This is an optimization exercise on Yosys and OpenROAD, whose aim is small area, not a production implementation.
Only simulation tests tie the RTL to the original design; equivalence was not proved.
Power figures rest on the tool's default switching activity, not on a simulated workload.

## v6
==> flow/design.v <==
module iq_to_fifo_shifted #
(
    parameter iq_width = 56
)
(
    input wire axis_aclk,
    input wire aresetn,
    input [7:0] distance,
    input s00_axis_i48_tvalid,
    input [iq_width-1 : 0] s00_axis_i48_tdata,
    input s01_axis_q48_tvalid,
    input [iq_width-1 : 0] s01_axis_q48_tdata,
    input s02_axis_i48_sub_tvalid,
    input [iq_width-1 : 0] s02_axis_i48_sub_tdata,
    input s03_axis_q48_sub_tvalid,
    input [iq_width-1 : 0] s03_axis_q48_sub_tdata,
    input s04_axis_i96_tvalid,
    input [31 : 0] s04_axis_i96_tdata,
    input s05_axis_q96_tvalid,
    input [31 : 0] s05_axis_q96_tdata,
    input wire m00_axis_tready,
    output wire [31 : 0] m00_axis_tdata,
    output wire m00_axis_tlast,
    output reg m00_axis_tvalid
);
localparam SW = 44;    
reg [SW-1:0] rx0i, rx0q, rx1i, rx1q;
reg [31:0] rts0i, rts0q, rts1i, rts1q;
reg busy;           
reg have48, have48s, have96;
reg step_96k;
wire collect = ~busy;
wire hiw = distance >= 8'd44;
wire ld0 = collect & s00_axis_i48_tvalid;
wire ld2 = collect & s02_axis_i48_sub_tvalid;
wire ld4 = collect & s04_axis_i96_tvalid & ~step_96k;
wire ld6 = collect & s04_axis_i96_tvalid & step_96k;
wire la0 = ld0 & ~hiw, lb0 = ld0 & hiw;
wire la2 = ld2 & ~hiw, lb2 = ld2 & hiw;
always @(posedge axis_aclk) begin
    rx0i <= ({SW{la0}} & s00_axis_i48_tdata[SW-1:0]) | ({SW{lb0}} & s00_axis_i48_tdata[SW+11:12]) | ({SW{~ld0}} & rx0i);
    rx0q <= ({SW{la0}} & s01_axis_q48_tdata[SW-1:0]) | ({SW{lb0}} & s01_axis_q48_tdata[SW+11:12]) | ({SW{~ld0}} & rx0q);
    rx1i <= ({SW{la2}} & s02_axis_i48_sub_tdata[SW-1:0]) | ({SW{lb2}} & s02_axis_i48_sub_tdata[SW+11:12]) | ({SW{~ld2}} & rx1i);
    rx1q <= ({SW{la2}} & s03_axis_q48_sub_tdata[SW-1:0]) | ({SW{lb2}} & s03_axis_q48_sub_tdata[SW+11:12]) | ({SW{~ld2}} & rx1q);
end
always @(posedge axis_aclk) begin
    if (ld4) begin
        rts0i <= s04_axis_i96_tdata;
        rts0q <= s05_axis_q96_tdata;
    end
    if (ld6) begin
        rts1i <= s04_axis_i96_tdata;
        rts1q <= s05_axis_q96_tdata;
    end
end
always @(posedge axis_aclk) begin
    if (aresetn == 0) begin
        busy <= 0;
        m00_axis_tvalid <= 0;
        have48 <= 0;
        have48s <= 0;
        have96 <= 0;
        step_96k <= 0;
    end else if (collect) begin
        if (s00_axis_i48_tvalid) have48 <= 1;
        if (s02_axis_i48_sub_tvalid) have48s <= 1;
        if (s04_axis_i96_tvalid) begin
            step_96k <= ~step_96k;
            if (step_96k) have96 <= 1;
        end
        if (have48 && have48s && have96) busy <= 1;
    end else if (m00_axis_tready) begin
        if (!m00_axis_tvalid)
            m00_axis_tvalid <= 1;
        else if (m00_axis_tlast) begin
            m00_axis_tvalid <= 0;
            busy <= 0;
            have48 <= 0;
            have48s <= 0;
            have96 <= 0;
        end
    end
end
reg [3:0] wsel;
reg hi;
always @(posedge axis_aclk) begin
    if (!m00_axis_tvalid) begin
        wsel <= 4'b0001;
        hi <= 1'b0;
    end else if (m00_axis_tready) begin
        wsel <= {wsel[2:0], wsel[3]};
        if (wsel[3]) hi <= ~hi;
    end
end
assign m00_axis_tlast = hi & wsel[3];
wire [SW-1:0] sel56 = ({SW{wsel[0]}} & rx0i) | ({SW{wsel[1]}} & rx0q) |
                            ({SW{wsel[2]}} & rx1i) | ({SW{wsel[3]}} & rx1q);
reg [7:0] dd;
always @(posedge axis_aclk)
    dd <= hiw ? distance - 8'd12 : distance;
wire c0 = ~dd[7] & ~dd[6] & ~dd[5];
wire c1 = ~dd[7] & ~dd[6] &  dd[5];
wire c2 = ~dd[7] &  dd[6] & ~dd[5];
wire [127:0] p = {52'b0, sel56, 32'b0};
wire [62:0] s5 = ({63{c0}} & p[62:0]) | ({63{c1}} & p[94:32]) | ({63{c2}} & p[126:64]);
wire [3:0] e;
assign e[0] = dd[4:3] == 2'd0;
assign e[1] = dd[4:3] == 2'd1;
assign e[2] = dd[4:3] == 2'd2;
assign e[3] = dd[4:3] == 2'd3;
wire [38:0] s3 = ({39{e[0]}} & s5[38:0]) | ({39{e[1]}} & s5[46:8]) |
                 ({39{e[2]}} & s5[54:16]) | ({39{e[3]}} & s5[62:24]);
wire [3:0] f;
assign f[0] = dd[2:1] == 2'd0;
assign f[1] = dd[2:1] == 2'd1;
assign f[2] = dd[2:1] == 2'd2;
assign f[3] = dd[2:1] == 2'd3;
wire [32:0] s1 = ({33{f[0]}} & s3[32:0]) | ({33{f[1]}} & s3[34:2]) |
                 ({33{f[2]}} & s3[36:4]) | ({33{f[3]}} & s3[38:6]);
wire g0 = ~hi & ~dd[0];
wire g1 = ~hi &  dd[0];
wire [3:0] h = {4{hi}} & wsel;
assign m00_axis_tdata = ({32{g0}} & s1[31:0]) | ({32{g1}} & s1[32:1]) |
                        ({32{h[0]}} & rts0i) | ({32{h[1]}} & rts0q) |
                        ({32{h[2]}} & rts1i) | ({32{h[3]}} & rts1q);
endmodule
clock: 5.0 ns
lec_check: 0
cap_margin: 0
core_margin: 2
core_utilization: 40
setup_slack_margin: 0.1
slew_margin: 0
standard.sh (not shown) runs the stock make flow with config.mk's settings and CLKGATE_MAP_FILE= SYNTH_SCRIPT=/design/flow/synth_recipe.tcl, a recipe that flattens the netlist after the stock synthesis.
==> flow/flow/run.sh <==
#!/bin/bash
# Standard layout (the standard.sh, all steps), with three changes:
#  - synthesis maps the logic with an area-oriented ABC script (abc_area_nf.script);
#    everything else in synthesis is the standard flow's own script;
#  - the port buffers are made from the smallest buffer cell;
#  - clock tree: larger sink clusters driven by clkbuf_16, no dummy loads.
set -euo pipefail
cat standard.sh > standard_sh_copy.log
export AREA_ABC_SCRIPT="$PWD/flow/abc_area_nf.script"
export BUFFER_PORTS_ARGS="-buffer_cell sky130_fd_sc_hd__buf_1"
export CTS_ARGS="-sink_clustering_enable -repair_clock_nets -dont_use_dummy_load -sink_clustering_size 36 -sink_clustering_max_diameter 70 -buf_list sky130_fd_sc_hd__clkbuf_16"
sed "s#SYNTH_SCRIPT=[^ ]*#SYNTH_SCRIPT=$PWD/flow/synth_area.tcl#" standard.sh > standard_area.sh
grep -q "SYNTH_SCRIPT=$PWD/flow/synth_area.tcl" standard_area.sh
bash standard_area.sh > standard.log 2>&1
==> flow/flow/abc_area_nf.script <==
&get -n
&st
&dch -f
&nf -R 1000
&put
strash
dch -f
amap -F 1000 -A 1000
==> flow/flow/synth_area.tcl <==
proc synth {args} { yosys synth -nofsm -noshare {*}$args }
# Map the logic with an area-oriented ABC script instead of ORFS's speed script.
proc abc {args} {
  set i [lsearch -exact $args -script]
  if { $i >= 0 && [string match {*/abc_*.script} [lindex $args [expr {$i + 1}]]] } {
    lset args [expr {$i + 1}] $::env(AREA_ABC_SCRIPT)
  }
  yosys abc {*}$args
}
source $::env(SCRIPTS_DIR)/synth.tcl
# left out here: clear keep_hierarchy, flatten, clean up, hide names made inside functions, write 1_2_yosys.v
v6 reached the final stage; the timing, design-rule and antenna checks on its layout passed.
Inputs modified between v6 and v7:
==> flow/design.v <==
module iq_to_fifo_shifted #
(
    parameter iq_width = 56
)
(
    input wire axis_aclk,
    input wire aresetn,
    input [7:0] distance,
    input s00_axis_i48_tvalid,
    input [iq_width-1 : 0] s00_axis_i48_tdata,
    input s01_axis_q48_tvalid,
    input [iq_width-1 : 0] s01_axis_q48_tdata,
    input s02_axis_i48_sub_tvalid,
    input [iq_width-1 : 0] s02_axis_i48_sub_tdata,
    input s03_axis_q48_sub_tvalid,
    input [iq_width-1 : 0] s03_axis_q48_sub_tdata,
    input s04_axis_i96_tvalid,
    input [31 : 0] s04_axis_i96_tdata,
    input s05_axis_q96_tvalid,
    input [31 : 0] s05_axis_q96_tdata,
    input wire m00_axis_tready,
    output wire [31 : 0] m00_axis_tdata,
    output wire m00_axis_tlast,
    output reg m00_axis_tvalid
);
localparam SW = 44;    
reg [SW-1:0] rx0i, rx0q, rx1i, rx1q;
reg [31:0] rts0i, rts0q, rts1i, rts1q;
reg busy;           
reg have48, have48s, have96;
reg step_96k;
wire collect = ~busy;
wire hiw = distance >= 8'd44;
wire ld0 = collect & s00_axis_i48_tvalid;
wire ld2 = collect & s02_axis_i48_sub_tvalid;
wire ld4 = collect & s04_axis_i96_tvalid & ~step_96k;
wire ld6 = collect & s04_axis_i96_tvalid & step_96k;
wire la0 = ld0 & ~hiw, lb0 = ld0 & hiw;
wire la2 = ld2 & ~hiw, lb2 = ld2 & hiw;
always @(posedge axis_aclk) begin
    rx0i <= ({SW{la0}} & s00_axis_i48_tdata[SW-1:0]) | ({SW{lb0}} & s00_axis_i48_tdata[SW+11:12]) | ({SW{~ld0}} & rx0i);
    rx0q <= ({SW{la0}} & s01_axis_q48_tdata[SW-1:0]) | ({SW{lb0}} & s01_axis_q48_tdata[SW+11:12]) | ({SW{~ld0}} & rx0q);
    rx1i <= ({SW{la2}} & s02_axis_i48_sub_tdata[SW-1:0]) | ({SW{lb2}} & s02_axis_i48_sub_tdata[SW+11:12]) | ({SW{~ld2}} & rx1i);
    rx1q <= ({SW{la2}} & s03_axis_q48_sub_tdata[SW-1:0]) | ({SW{lb2}} & s03_axis_q48_sub_tdata[SW+11:12]) | ({SW{~ld2}} & rx1q);
end
always @(posedge axis_aclk) begin
    if (ld4) begin
        rts0i <= s04_axis_i96_tdata;
        rts0q <= s05_axis_q96_tdata;
    end
    if (ld6) begin
        rts1i <= s04_axis_i96_tdata;
        rts1q <= s05_axis_q96_tdata;
    end
end
always @(posedge axis_aclk) begin
    if (aresetn == 0) begin
        busy <= 0;
        m00_axis_tvalid <= 0;
        have48 <= 0;
        have48s <= 0;
        have96 <= 0;
        step_96k <= 0;
    end else if (collect) begin
        if (s00_axis_i48_tvalid) have48 <= 1;
        if (s02_axis_i48_sub_tvalid) have48s <= 1;
        if (s04_axis_i96_tvalid) begin
            step_96k <= ~step_96k;
            if (step_96k) have96 <= 1;
        end
        if (have48 && have48s && have96) busy <= 1;
    end else if (m00_axis_tready) begin
        if (!m00_axis_tvalid)
            m00_axis_tvalid <= 1;
        else if (m00_axis_tlast) begin
            m00_axis_tvalid <= 0;
            busy <= 0;
            have48 <= 0;
            have48s <= 0;
            have96 <= 0;
        end
    end
end
reg [3:0] wsel;
reg hi;
always @(posedge axis_aclk) begin
    if (!m00_axis_tvalid) begin
        wsel <= 4'b0001;
        hi <= 1'b0;
    end else if (m00_axis_tready) begin
        wsel <= {wsel[2:0], wsel[3]};
        if (wsel[3]) hi <= ~hi;
    end
end
assign m00_axis_tlast = hi & wsel[3];
wire [SW-1:0] sel56 = ({SW{wsel[0]}} & rx0i) | ({SW{wsel[1]}} & rx0q) |
                            ({SW{wsel[2]}} & rx1i) | ({SW{wsel[3]}} & rx1q);
wire [7:0] dd = hiw ? distance - 8'd12 : distance;
reg c0, c1, c2, d0;
reg [3:0] e, f;
always @(posedge axis_aclk) begin
    c0 <= ~dd[7] & ~dd[6] & ~dd[5];
    c1 <= ~dd[7] & ~dd[6] &  dd[5];
    c2 <= ~dd[7] &  dd[6] & ~dd[5];
    e[0] <= dd[4:3] == 2'd0;
    e[1] <= dd[4:3] == 2'd1;
    e[2] <= dd[4:3] == 2'd2;
    e[3] <= dd[4:3] == 2'd3;
    f[0] <= dd[2:1] == 2'd0;
    f[1] <= dd[2:1] == 2'd1;
    f[2] <= dd[2:1] == 2'd2;
    f[3] <= dd[2:1] == 2'd3;
    d0 <= dd[0];
end
wire [127:0] p = {52'b0, sel56, 32'b0};
wire [62:0] s5 = ({63{c0}} & p[62:0]) | ({63{c1}} & p[94:32]) | ({63{c2}} & p[126:64]);
wire [38:0] s3 = ({39{e[0]}} & s5[38:0]) | ({39{e[1]}} & s5[46:8]) |
                 ({39{e[2]}} & s5[54:16]) | ({39{e[3]}} & s5[62:24]);
wire [32:0] s1 = ({33{f[0]}} & s3[32:0]) | ({33{f[1]}} & s3[34:2]) |
                 ({33{f[2]}} & s3[36:4]) | ({33{f[3]}} & s3[38:6]);
wire g0 = ~hi & ~d0;
wire g1 = ~hi &  d0;
wire [3:0] h = {4{hi}} & wsel;
assign m00_axis_tdata = ({32{g0}} & s1[31:0]) | ({32{g1}} & s1[32:1]) |
                        ({32{h[0]}} & rts0i) | ({32{h[1]}} & rts0q) |
                        ({32{h[2]}} & rts1i) | ({32{h[3]}} & rts1q);
endmodule
Findings:
In v7 the portion of the clock cycle consumed by the worst path in the final layout turned out 0.48 points lower than in v6. | final area | v6 vs v7 | ≈ equal |. Going from v6 to v7, maximum number of pins on one net before global-route repair shrank by a few percent. Die outline area deteriorates in v7 relative to v6. In v7 relative to v6, total design power had gone down slightly. Delta(clock network fraction of total power, v7 - v6) < 0. Share of the final layout cell area in multi-input gates: v6 vs v7 — no meaningful difference. v6 -> v7: sequential fraction of the synthesis area flat.

==> re-timing with driven ports <==
The results above use ideal ports. As a check the final layouts listed here were re-extracted and re-timed, cells and wires unchanged. Step 1, drivers: a clkbuf_16 drives axis_aclk and a buf_2 each remaining input, both assumed. Step 2 times the ports against the registers' clock, not the clock port: input delays grow and output delays shrink by t, the midpoint of the rising clock arrivals with the driver on. a / b / c = no drivers / after step 1 / after step 2; a / b = the first two.
run | t (ns) | slack for setup (ns) | clock arrival spread, ns
v6 | 0.584 | 0.217 / 0.168 / 0.752 | 0.045 / 0.045
v7 | 0.578 | 0.241 / 0.190 / 0.768 | 0.053 / 0.054
After both steps every run listed still meets setup and hold.
